Context: an optimization exercise on an open-source flow, tuned for small area and a short achievable clock period. The choices shown serve that exercise and are no tape-out recipe.
The RTL was checked by simulation tests, not by an equivalence proof against the original design.
No activity file was given, so power comes from the tool's default toggle rates.

Design ProcessCore, start of the top module:
module ProcessCore(
    input clk,
    input reset,
    input [63:0] instruction,
    output reg [63:0] mem_address,
    output reg mem_read_enable,
    output reg [63:0] data_to_accumulate,
    output reg accumulate_enable,
    output reg backpressure,
    output reg [63:0] to_on_switch_buffer,
    input [63:0] from_on_switch_buffer,
    output [63:0] accumulate_result,
    output reg write_enable_swap_reg,
    input [63:0] from_accumulate_logic,
    input [3:0] sum_sel,
    output reg [63:0] sum_value,
    output reg [31:0] sum_count
);
Settings: LEC_CHECK=0, ABC_CLOCK_PERIOD_IN_PS=2000, CAP_MARGIN=20, CORE_MARGIN=2, CORE_UTILIZATION=60, CTS_BUF_LIST=sky130_fd_sc_hd__clkbuf_16 sky130_fd_sc_hd__clkbuf_8, CTS_CLUSTER_DIAMETER=60, CTS_CLUSTER_SIZE=30, PLACE_DENSITY=0.7, SETUP_SLACK_MARGIN=3.1, SLEW_MARGIN=20; clock period 6.0 ns.
run.sh (not shown) runs the stock make flow with config.mk's settings and CLKGATE_MAP_FILE= SYNTH_SCRIPT=/design/flow/synth_recipe.tcl, a recipe that flattens the netlist after the stock synthesis.
Next try:
==> flow/flow/run.sh (new file) <==
#!/bin/bash
# The standard layout (the standard.sh: ORFS from the standard synthesis
# to the routed layout), except that the port buffers inserted before global
# placement are plain buffers (buf_4) instead of the default delay-type buffer.
# The full output of the ORFS make run is kept in standard_make.log; ORFS also
# keeps each step's log under orfs/logs/.
set -euo pipefail
export BUFFER_PORTS_ARGS="-buffer_cell sky130_fd_sc_hd__buf_4"
bash standard.sh > standard_make.log 2>&1
==> flow/standard.sh (new file) <==
#!/bin/bash
# synth_recipe.tcl (not shown) runs the flow's synth.tcl, then flattens the netlist and writes it again
# the make line also repeats each setting of config.mk as NAME=value (left out here)
make -C /OpenROAD-flow-scripts/flow DESIGN_CONFIG=/design/flow/config.mk WORK_HOME=/design/flow/orfs CLKGATE_MAP_FILE= SYNTH_SCRIPT=/design/flow/synth_recipe.tcl "${@:-finish}"
removed: flow/run.sh
Result:
- first-iteration DRC count falls by 7.5%
- total power is higher by 0.75%
- clock power rises by about 5%
- synthesized area does not change
- flip-flop and latch count does not change
- clock skew climbs by 0.0078 ns

willow:
ProcessCore, a different RTL version from the one above (not shown whole).
Size in the first run: ~6900 cells after synthesis, about 2100 flip-flops, ~550 I/O pins.
Settings: LEC_CHECK=0, ABC_CLOCK_PERIOD_IN_PS=2000, CAP_MARGIN=20, CORE_MARGIN=2, CORE_UTILIZATION=60, CTS_BUF_LIST=sky130_fd_sc_hd__clkbuf_16 sky130_fd_sc_hd__clkbuf_8, CTS_CLUSTER_DIAMETER=60, CTS_CLUSTER_SIZE=30, PLACE_DENSITY=0.7, SETUP_SLACK_MARGIN=3.1, SLEW_MARGIN=20; clock period 6.0 ns.
Stock flow here: none of the scripts above is used.
willow went all the way through synthesis, placement and routing and the layout is clean on timing, DRC and antenna.
## Diff of input files: maple against willow
Settings: CORE_UTILIZATION: 60 -> 65; PLACE_DENSITY: 0.7 -> 0.75.
==> flow/flow/run.sh (new file) <==
#!/bin/bash
# The standard layout (the standard.sh: ORFS from the standard synthesis
# to the routed layout), except that the port buffers inserted before global
# placement are plain buffers (buf_4) instead of the default delay-type buffer.
# The full output of the ORFS make run is kept in standard_make.log; ORFS also
# keeps each step's log under orfs/logs/.
set -euo pipefail
export BUFFER_PORTS_ARGS="-buffer_cell sky130_fd_sc_hd__buf_4"
bash standard.sh > standard_make.log 2>&1
==> flow/standard.sh (new file) <==
#!/bin/bash
# synth_recipe.tcl (not shown) runs the flow's synth.tcl, then flattens the netlist and writes it again
# the make line also repeats each setting of config.mk as NAME=value (left out here)
make -C /OpenROAD-flow-scripts/flow DESIGN_CONFIG=/design/flow/config.mk WORK_HOME=/design/flow/orfs CLKGATE_MAP_FILE= SYNTH_SCRIPT=/design/flow/synth_recipe.tcl "${@:-finish}"
removed: flow/run.sh
Notes after the runs:
Of willow and maple, the higher ratio of final minimum period to clock period belongs to maple.
Maximum achievable frequency: maple vs willow down 7.2 MHz
Worst stage delay on the critical path for maple is higher than for willow.
Sequential share of layout area in maple is 0.89 points higher than in willow
Modified inputs, pepper compared to maple
Settings: a change of CORE_UTILIZATION from 65 to 60; a change of PLACE_DENSITY from 0.75 to 0.7.
## What came out
Compared with maple, pepper shows a higher placeable core region. Detailed placer's ending HPWL, maple and pepper: larger value in pepper. Going from maple to pepper, routed wire length down about 0.9%; transition time of the tightest slew-check pin down 0.013 ns; count of placed standard cells in the final layout, fillers left out up 141.

[port drivers added, routing unchanged]
How much do the figures lean on ideal ports? The routed layouts below were timed once more, with nothing changed but the port constraints.
Step 1 (the two cells are an assumption about what drives the block):
set clk [get_ports {clk}]
set_driving_cell -lib_cell sky130_fd_sc_hd__clkbuf_16 $clk
set_driving_cell -lib_cell sky130_fd_sc_hd__buf_2 [delete_from_list [all_inputs] $clk]
Step 2 adds t to the input delays and takes it off the output delays; t is the mean of the earliest and latest rising clock arrival at the registers after step 1. Input paths then give back, and output paths get back, about the clock's delay inside the block.
a / b / c = ideal ports / drivers / drivers and shift; a / b = the first two.
run	shift t [ns]	setup slack, ns	worst setup path after step 2
the first run of note 1	0.913	2.789 / 2.784 / 1.871	input to register
the second run of note 1	0.919	2.913 / 2.910 / 1.991	input to register
willow	0.899	2.961 / 2.934 / 2.114	input to register
maple	0.898	2.893 / 2.917 / 2.019	input to register
pepper	0.903	2.899 / 2.955 / 2.052	input to register
After both steps setup and hold are still met in every run listed. For the second run of note 1, which loses most, drivers alone change the setup slack by -0.003 ns; drivers and shift together by -0.922 ns.
